Context: an optimization exercise on an open-source flow, tuned for small area. The choices shown serve that exercise and are no tape-out recipe. The RTL was checked by simulation tests, not by an equivalence proof against the original design. Power is estimated from default activity; no workload was simulated.

==> flow/design.v <==
module jtframe_cencross_strobe(
    input      rst,
    input      clk,
    input      cen,
    input      stin,
    output     stout
);
reg last, pending;
assign stout = pending;
always @(posedge clk) begin
    if( rst ) begin
        last    <= 1'b0;
        pending <= 1'b0;
    end else begin
        last <= stin;
        if( stin && !last )
            pending <= 1'b1;
        else if( cen )
            pending <= 1'b0;
    end
end
endmodule
module jtgng_objcnt #(parameter
    [5:0] OBJMAX_LINE = 6'd24
) (
    input               rst,
    input               clk,
    input               draw_cen  ,
    input               rom_ok,
    input               HINIT,
    output              HINIT_draw,
    output              rom_wait,
    output reg          draw_over,
    output reg [4:0]    objcnt,
    output reg [3:0]    pxlcnt
);
jtframe_cencross_strobe u_hinit(
    .rst    ( rst         ),
    .clk    ( clk         ),
    .cen    ( draw_cen    ),
    .stin   ( HINIT       ),
    .stout  ( HINIT_draw  )
);
reg  over;
reg  wait_latch;
wire wait_cond = !rom_ok  ;  
assign rom_wait = wait_cond | wait_latch;
always @(posedge clk) if( rst ) begin
    { over, objcnt, pxlcnt } <= 10'd0;
    draw_over  <= 1'b1;
    wait_latch <= 1'b0;
end else if(draw_cen) begin
    if( HINIT_draw ) begin
        { over, objcnt, pxlcnt } <= { 6'd32-OBJMAX_LINE,4'd0};
        draw_over  <= 1'b0;
        wait_latch <= 1'b0;
    end else begin
        if( over && pxlcnt[2:0] == 3'd6 ) draw_over <= 1'b1;
        if( draw_over ) { objcnt, pxlcnt } <= { 5'd0, 4'd0 };
        if( !draw_over && !rom_wait )
            { over, objcnt, pxlcnt } <=  { over, objcnt, pxlcnt } + 1'd1;
        wait_latch <= wait_cond;
    end
end
endmodule
module jtgng_objdraw #(parameter
    DW               = 8,    
    ROM_AW           = 16,
    LAYOUT           = 0,    
    PALW             = 2,    
    PALETTE          = 0,    
    PALETTE1_SIMFILE = "",  
    PALETTE0_SIMFILE = "",  
    parameter [8:0] XOUT = 9'h1F0  
) (
    (* direct_enable *) input cen,
    input              rst,
    input              clk,
    input       [7:0]  VF,
    input       [3:0]  pxlcnt,
    output reg  [8:0]  posx,
    input              flip,
    input       [4:0]  objcnt,
    input    [DW-1:0]  objbuf_data,
    output  reg [ROM_AW-1:0] obj_addr,
    input       [15:0] obj_data,
    input              rom_wait,
    input              draw_over,
    input              OBJON,
    input       [7:0]  prog_addr,
    input              prom_hi_we,
    input              prom_lo_we,
    input       [3:0]  prog_din,
    output reg  [PALW-1:0]       pospal,
    output reg  [(PALETTE?7:3):0]  new_pxl   
);
localparam IDW = LAYOUT==3 ? 12 : (ROM_AW-6);
localparam IDWDIRECT = IDW<DW ? IDW : DW;
localparam PW = LAYOUT==11 ? 5 : PALW;  
reg  [ IDW-1:0] id;
reg  [ IDW-1:0] idalt;
reg  [  PW-1:0] objpal, objpal1;
reg  [     8:0] objx;
reg             obj_vflip, obj_hflip, hover;
wire            posvflip;
reg             poshflip;
reg             vinzone;
reg             resize, repeated;
reg             poshflip2;
reg  [     7:0] Vsum;
always @(*) begin
    Vsum = (~VF + { {7{~flip}}, 1'b1})+objbuf_data[7:0];  
end
always @(*) begin
    idalt = resize ? (id+{(~obj_vflip)^Vsum[4],4'd0}) : id;
    if( resize ) begin
        if( !obj_hflip ) begin
            if(repeated) idalt = idalt + 1'd1;
        end else begin
            if(!repeated) idalt = idalt + 1'd1;
        end
    end
    if(idalt[4]!=idalt[3]) begin
        idalt[4:3] = ~idalt[4:3];  
    end
end
reg [3:0] Vobj;
always @(posedge clk) begin
if( rst ) begin
    id        <= {IDW{1'b0}};
    objpal    <= {PW{1'b0}};
    obj_vflip <= 1'b0;
    obj_hflip <= 1'b0;
    hover     <= 1'b0;
    resize    <= 1'b0;
    repeated  <= 1'b0;
    Vobj      <= 4'd0;
    vinzone   <= 1'b0;
    objx      <= 9'd0;
end else if(cen) begin
    if(!rom_wait) case( pxlcnt[3:0] )
        4'd0: id[IDWDIRECT-1:0] <= objbuf_data[ IDWDIRECT-1: 0 ];
        4'd1: case( LAYOUT )
            0,7: begin  
                id[9:8]     <= objbuf_data[7:6];
                objpal[1:0] <= objbuf_data[5:4];
                obj_vflip   <= objbuf_data[3];
                obj_hflip   <= objbuf_data[2];
                hover       <= objbuf_data[0];
            end
            1: begin  
                id[10:8]  <= objbuf_data[7:5];
                objpal    <= objbuf_data[3:0];
                obj_vflip <= 1'b0;
                obj_hflip <= 1'b0;
                hover     <= objbuf_data[4];
            end
            2: begin  
                id[9:8]   <= objbuf_data[7:6];
                objpal    <= objbuf_data[3:0];
                obj_vflip <= objbuf_data[4];
                obj_hflip <= 1'b0;
                hover     <= objbuf_data[5];
            end
            3: begin  
                obj_vflip <= objbuf_data[0];
                obj_hflip <= objbuf_data[1];
                objpal    <= objbuf_data[5:2];
            end
            4: begin  
                id[10:8]  <= objbuf_data[7:5];
                hover     <= objbuf_data[4];
                obj_hflip <= objbuf_data[3];
                obj_vflip <= 1'b0;
                objpal    <= objbuf_data[2:0];
            end
            5: begin  
                id[9:8]   <= objbuf_data[7:6];
                hover     <= objbuf_data[0];
                obj_hflip <= objbuf_data[1];
                obj_vflip <= objbuf_data[2];
                objpal    <= objbuf_data[5:3];
            end
            6: begin  
                id[10:8]  <= { objbuf_data[7], objbuf_data[5], objbuf_data[6] };
                hover     <= objbuf_data[0];
                obj_hflip <= objbuf_data[4];
                obj_vflip <= 1;
                objpal    <= objbuf_data[3:1];
            end
            8: begin  
                id[10:8]  <= objbuf_data[7:5];
                hover     <= objbuf_data[4];
                obj_hflip <= 0;
                obj_vflip <= 0;
                objpal    <= objbuf_data[3:0];
            end
            9: begin  
                obj_vflip <= objbuf_data[9];
                obj_hflip <= objbuf_data[8];
                objpal    <= objbuf_data[3:0];
                resize    <= objbuf_data[10];
                repeated  <= objbuf_data[15];
            end
            10: begin  
                id[10:8]  <= objbuf_data[7:5];
                obj_vflip <= objbuf_data[1];
                obj_hflip <= 0;
                objpal    <= objbuf_data[4:2];
                hover     <= objbuf_data[0];
            end
            11: begin  
                objpal      <= { objbuf_data[6], objbuf_data[3:0] };  
                obj_hflip   <= objbuf_data[4];
                obj_vflip   <= objbuf_data[5];
                hover       <= objbuf_data[7];
            end
        endcase
        4'd2: begin  
            if( LAYOUT == 9 ) begin  
                Vobj    <= Vsum[3:0];
                vinzone <= resize ? &Vsum[7:5] : &Vsum[7:4];
                id      <= idalt;
            end else begin
                Vobj    <=  Vsum[3:0];
                vinzone <= &Vsum[7:4];
            end
        end
        4'd3: begin
            objx <= vinzone ?
                { (LAYOUT==3 || LAYOUT==9) ? objbuf_data[8] : hover, objbuf_data[7:0] }  
                : XOUT;
        end
        default:;
    endcase
end
end
always @(posedge clk) begin
    if( rst ) begin
        obj_addr <= {ROM_AW{1'b0}};
    end else if(cen) begin
        if( pxlcnt[1:0]==2'd3 && !rom_wait ) begin
            obj_addr <= !vinzone ? {ROM_AW{1'b0}} :
                { id, Vobj^{4{~obj_vflip}}, pxlcnt[3:2]^{2{obj_hflip}} };
        end
    end
end
reg [ 3:0] z,y,x,w;
reg [8:0] posx1;
always @(posedge clk) if( rst ) begin
    posx1     <= XOUT;
    {z,y,x,w} <= 16'hFFFF;
    objpal1   <= {PW{1'b0}};
    poshflip2 <= 1'b0;
end else if(cen) begin
    if( draw_over ) begin
        posx1 <= XOUT;
        {z,y,x,w} <= 16'hFFFF;
    end else begin
        if( !rom_wait ) begin
            if( pxlcnt[3:0]==4'h7 ) begin
                objpal1   <= objpal;
                poshflip2 <= obj_hflip;
                posx1     <= objx;
            end else begin
                posx1     <= posx1 + 9'b1;
            end
            case( pxlcnt[1:0] )
                2'd3:  begin  
                        {z,y,x,w} <= obj_data;
                    end
                default:
                    if( poshflip2 ) begin
                        z <= z >> 1;
                        y <= y >> 1;
                        x <= x >> 1;
                        w <= w >> 1;
                    end else begin
                        z <= z << 1;
                        y <= y << 1;
                        x <= x << 1;
                        w <= w << 1;
                    end
            endcase
        end
    end
end
generate
    if( PALETTE == 1 ) begin
        wire [7:0] prom_dout;
        wire [3:0] new_col = poshflip2 ? {w[0],x[0],y[0],z[0]} : {w[3],x[3],y[3],z[3]};
        wire [7:0] pal_addr = { objpal1[3:0], new_col };
        jtframe_prom #(.aw(8),.dw(4), .simfile(PALETTE1_SIMFILE) ) u_prom_msb(
            .clk    ( clk            ),
            .cen    ( cen            ),
            .data   ( prog_din       ),
            .rd_addr( pal_addr       ),
            .wr_addr( prog_addr      ),
            .we     ( prom_hi_we     ),
            .q      ( prom_dout[7:4] )
        );
        jtframe_prom #(.aw(8),.dw(4), .simfile(PALETTE0_SIMFILE) ) u_prom_lsb(
            .clk    ( clk            ),
            .cen    ( cen            ),
            .data   ( prog_din       ),
            .rd_addr( pal_addr       ),
            .wr_addr( prog_addr      ),
            .we     ( prom_lo_we     ),
            .q      ( prom_dout[3:0] )
        );
        reg  [8:0] posx2;
        always @(posedge clk ) if (cen) begin  
            pospal <= objpal1;
            posx2  <= posx1;  
            if( OBJON ) begin
                new_pxl <= prom_dout;
                if( LAYOUT==11 )
                    new_pxl[7] <= objpal1[4];
                posx    <= posx2;
            end else begin
                new_pxl <= 8'hf;
                posx    <= XOUT;
            end
        end
    end else begin
        always @(posedge clk) if( rst ) begin
            new_pxl <= 4'hf;
            posx    <= XOUT;
            pospal  <= {PALW{1'b0}};
        end else if(cen && !rom_wait) begin
            new_pxl <= poshflip2 ? {w[0],x[0],y[0],z[0]} : {w[3],x[3],y[3],z[3]};
            posx    <= posx1;
            pospal  <= objpal1;
        end
    end
endgenerate
endmodule  
module jtsf_objdraw(
    input              rst,
    input              clk,
    input              draw_cen,
    input              HINIT,
    input       [ 7:0] VF,
    input              flip,
    output      [ 4:0] objcnt,
    output      [ 3:0] pxlcnt,
    input       [15:0] objbuf_data,
    output      [16:0] obj_addr,
    input       [15:0] obj_data,
    input              rom_ok,
    output             HINIT_draw,
    output             rom_wait,
    output             draw_over,
    output      [ 8:0] posx,
    output      [ 3:0] pospal,
    output      [ 3:0] new_pxl
);
jtgng_objcnt #(.OBJMAX_LINE(6'd32)) u_cnt(
    .rst        ( rst         ),
    .clk        ( clk         ),
    .draw_cen   ( draw_cen    ),
    .rom_ok     ( rom_ok      ),
    .rom_wait   ( rom_wait    ),
    .draw_over  ( draw_over   ),
    .HINIT      ( HINIT       ),
    .HINIT_draw ( HINIT_draw  ),
    .objcnt     ( objcnt      ),
    .pxlcnt     ( pxlcnt      )
);
jtgng_objdraw #(
    .DW               ( 16            ),
    .ROM_AW           ( 17            ),
    .LAYOUT           ( 9             ),
    .PALW             ( 4             ),
    .PALETTE          ( 0             ))
u_draw(
    .rst            ( rst           ),
    .clk            ( clk           ),
    .cen            ( draw_cen      ),
    .OBJON          ( 1'b1          ),
    .VF             ( VF            ),
    .pxlcnt         ( pxlcnt        ),
    .flip           ( flip          ),
    .objcnt         ( objcnt        ),
    .objbuf_data    ( objbuf_data   ),
    .obj_addr       ( obj_addr      ),
    .obj_data       ( obj_data      ),
    .rom_wait       ( rom_wait      ),
    .draw_over      ( draw_over     ),
    .prog_addr      ( 8'd0          ),
    .prom_hi_we     ( 1'b0          ),
    .prom_lo_we     ( 1'b0          ),
    .prog_din       ( 4'd0          ),
    .posx           ( posx          ),
    .pospal         ( pospal        ),
    .new_pxl        ( new_pxl       )
);
endmodule
==> flow/run.sh <==
#!/bin/bash
# synth_recipe.tcl (not shown) runs the flow's synth.tcl, then flattens the netlist and writes it again
# the make line also repeats each setting of config.mk as NAME=value (left out here)
make -C /OpenROAD-flow-scripts/flow DESIGN_CONFIG=/design/flow/config.mk WORK_HOME=/design/flow/orfs CLKGATE_MAP_FILE= SYNTH_SCRIPT=/design/flow/synth_recipe.tcl finish
==> flow/config.mk <==
export PLATFORM = sky130hd
export DESIGN_NAME = jtsf_objdraw
export DESIGN_NICKNAME = jtsf_objdraw
export VERILOG_FILES = /design/flow/design.v
export SDC_FILE = /design/flow/constraint.sdc
export NUM_CORES = 4
export LEC_CHECK = 0
export CAP_MARGIN = 20
export CORE_MARGIN = 2
export CORE_UTILIZATION = 40
export PLACE_DENSITY = 0.6
export SLEW_MARGIN = 20
==> flow/constraint.sdc <==
create_clock -name core_clock -period 8.0 [get_ports {clk}]
set_input_delay 1.6000 -clock core_clock [delete_from_list [all_inputs] [get_ports {clk}]]
set_output_delay 1.6000 -clock core_clock [all_outputs]
set_load 0.01 [all_outputs]
==> summary.txt <==
==> layout make-up <==
class | count | area [um2]
clock buffers | 11 | 243
clock inverters | 5 | 104
fillers | 1418 | 7340
inverters | 32 | 120
multi-input cells | 525 | 3280
flip-flops and latches | 111 | 2220
well taps | 184 | 230
repair buffers | 90 | 888
==> stage by stage <==
| stage | hold slack, ns | setup WS (ns) | power, mW |
|---|---|---|---|
| global route | 0.477 | 2.09 | 1.30 |
| detailed placement | 0.448 | 2.10 | 0.744 |
| finish | 0.454 | 2.46 | 1.25 |
| global placement | 0.444 | 2.09 | 0.741 |
| CTS | 0.460 | 2.45 | 1.26 |
| floorplan | 0.428 | 3.30 | 0.683 |
==> worst min path at each step <==
stage | slack (ns) | end | start
6_report | 0.45 | u_draw.obj_addr[15] | u_draw.obj_addr[15]
5_1_grt | 0.48 | u_draw.pospal[2] | u_draw.pospal[2]
4_1_cts | 0.46 | u_draw.posx[3] | u_draw.posx[3]
3_5_place_dp | 0.45 | u_draw.obj_addr[9] | u_draw.obj_addr[9]
3_3_place_gp | 0.44 | u_draw.pospal[2] | u_draw.objpal1[2]
2_1_floorplan | 0.43 | u_draw.pospal[0] | u_draw.objpal1[0]
==> synthesized netlist by cell type, drive strengths merged (5+ instances only) <==
| master | number | share of area (%) |
|---|---|---|
| inv | 32 | 2.1 |
| nor3 | 9 | 0.96 |
| nand4 | 8 | 0.85 |
| dfxtp | 111 | 38 |
| or3 | 5 | 0.53 |
| nor2 | 72 | 4.6 |
| nand2 | 87 | 5.7 |
| mux2 | 17 | 3.3 |
| nand3 | 36 | 3.2 |
| mux2i | 7 | 1.2 |
| nor3b | 6 | 0.85 |
| a211oi | 7 | 0.98 |
| a21oi | 91 | 7.8 |
| a311oi | 7 | 1.0 |
| nand2b | 14 | 1.5 |
| buf | 25 | 2.5 |
| xor2 | 12 | 1.8 |
| o21ai | 20 | 1.7 |
| nand3b | 10 | 1.3 |
| clkbuf | 24 | 1.5 |
| fa | 7 | 2.4 |
| o22ai | 13 | 1.4 |
| a31oi | 5 | 0.53 |
| ha | 15 | 3.2 |
| a211o | 13 | 1.9 |
| xnor2 | 15 | 2.2 |
==> cells by family after synthesis <==
logic type / synth area share [%]
compound gates: 19.0
xor+xnor: 4.04
fa+ha+maj: 5.60
buf+inv: 6.05
flops: 37.9
mux: 4.47
simple gates: 22.9
==> power by group through the flow <==
stage | clock, mW | sequential [mW] | combinational [mW]
2_1_floorplan | 0 | 0.584 | 0.0989
3_3_place_gp | 0 | 0.587 | 0.155
3_5_place_dp | 0 | 0.587 | 0.157
4_1_cts | 0.532 | 0.574 | 0.158
5_1_grt | 0.548 | 0.576 | 0.175
6_report | 0.518 | 0.574 | 0.156
==> sequential cells by signal, summed over array words and instances, names as in the netlist, 5 cells and up <==
signal,count
u_cnt.objcnt,5
u_draw.id,11
u_draw.obj_addr,17
u_draw.objx,9
u_draw.posx,9
u_draw.posx1,9
==> worst max-delay path, cell delays in order <==
cell and delay, ns:
clkdlybuf4s50_1 0.67, fa_1 0.71, inv_1 0.06, ha_1 0.28
a211oi_1 0.28, nor2_1 0.10, xor2_1 0.23, xnor2_1 0.19
ha_1 0.24, ha_1 0.30, xor2_1 0.17, nand4_1 0.17
or3_1 0.40, a31oi_1 0.24, a211oi_1 0.10
==> layer usage <==
layer / track usage (%) / wire [um] / share of wire (%)
met1: 25.1 / 6820 / 45
met2: 33.6 / 7390 / 49
met3: 4.49 / 656 / 4.3
met4: 6.93 / 357 / 2.3
met5: 0 / 0 / 0
==> flow_summary.ini <==
[outcome]
status = complete, no violations

[critical_path]
critPathRequiredTime_ns = 8.22
r2r_cells = 8
reg2reg_slack_ns = 5.51
critPathLaunch = flip
critical_path_class = in -> reg
critPathArrivalTime_ns = 5.76
crit-reg2reg-launch = u_draw.obj_vflip
crit_path_start_kind = input port
cp-endpoint = u_draw.id[7]
cp_max_fo = 7
r2r-end = u_draw.id[7]
cp-end-kind = flop

[yosys]
synth_fp_nets = 785
ys_warn_count = 3
syn_avg_cell_area_um2 = 8.17
synth_edf_count = 0
netlist_instances = 717
ys_types = 64
postSynth.asyncResetShare_pct = 0
ys_ff_latch = 111
ys.flop_type = dfxtp_1
ys_seq_area_share_pct = 37.9
netlist_area_um2 = 5860

[clocking]
cts_hold_buf = 0
numCtsBuffers = 9
cts_setup_buffers = 0
cts_num_sinks = 111
path_clk_slew_ns = 0.07
clock_latency_ns = 0.36
clockBufferDepth = 2
cts_resized = 0
cts_htree_levels = 3
root_buffer = clkbuf_16
cts_tree = yes

[finish]
mostFrequentLayoutCells = dfxtp_1, a21oi_1, clkdlybuf4s50_1, nand2_1, nor2_1
utilization_pct = 49.1
final_area_um2 = 7090
final_common_cell = dfxtp_1
area_growth_pct = 21.0
num-nets-final = 837
final_cells = 958
n_antenna_cell = 0
drive_above_1_share_pct = 6.59

[floorplanning]
start_util_pct = 40.6
rows = 44
die_x_um = 125
pin_count = 92
coreArea_um2 = 14400
die_h_um = 125
fp.dieArea_um2 = 15600

[placement]
place_inst = 942
place_congestion = 0.882
placed_area_um2 = 6740
io_buffers = 87
hpwl_mm = 10.8

[timing]
fin_skew_ns = 0.00955
relSlewSlack_pct = 29.2
post-route-min-period_ns = 5.54
max_freq_mhz = 180
fin_setup_tns_ns = 0
drv_slew = 0
layout_worst_path_cycle_share_pct = 69.3
setup_viol = 0
finalHoldViolations = 0
worstMarginPinSlew_ns = 1.06
rsz0062_at_grt = false

[routing]
drt_iter0_markers = 322
antenna_left = 0
drc = 0
wl_per_cell_um = 15.9
drt-total-wl_mm = 15.2
drtPass1Iterations = 5
vias = 5189
viasPerCell = 5.42

[global_route]
track_usage_pct = 19.9
grt_max_degree = 64
grt_pass1_vias = 5141
grt_pass1_wl_mm = 25.6
antenna_found_initial = 0
grt_overflow = 0

[power_and_ir_drop]
peakVddDrop_uv = 129
power.leakage_nw = 2.56
clock_power_share_pct = 41.5
pwr-share-seq_pct = 46.0
p_per_area_nw_per_um2 = 176
p_sw_share_pct = 23.8
internal-power_uw = 951
p_sw_uw = 297
p_comb_share_pct = 12.5

[hold_path]
hold_path_class = reg -> reg
hold_depth = 2

[run]
cap_violations = 0

## re-timing with driven ports
Ports are ideal in the flow. The routed layout listed here was re-timed in OpenROAD.
Step 1 assumes that a clkbuf_16 drives the clock port and a buf_2 every other input.
Step 2, shift: input delay + t, output delay - t, t = (earliest + latest rising clock arrival at the registers) / 2. This alone moves slack from input paths to output paths.
Three values: ideal ports, drivers, drivers and shift; two values: the first two.
shift t [ns]: 0.393
slack for setup (ns): 2.457 / 2.473 / 2.081
slew at the worst register clock pin (ns): 0.07 / 0.07
worst slew at a driven data input, ns: 0.03
After both steps setup and hold are still met in this run. For this run, drivers alone change the setup slack by +0.016 ns; drivers and shift together by -0.376 ns.
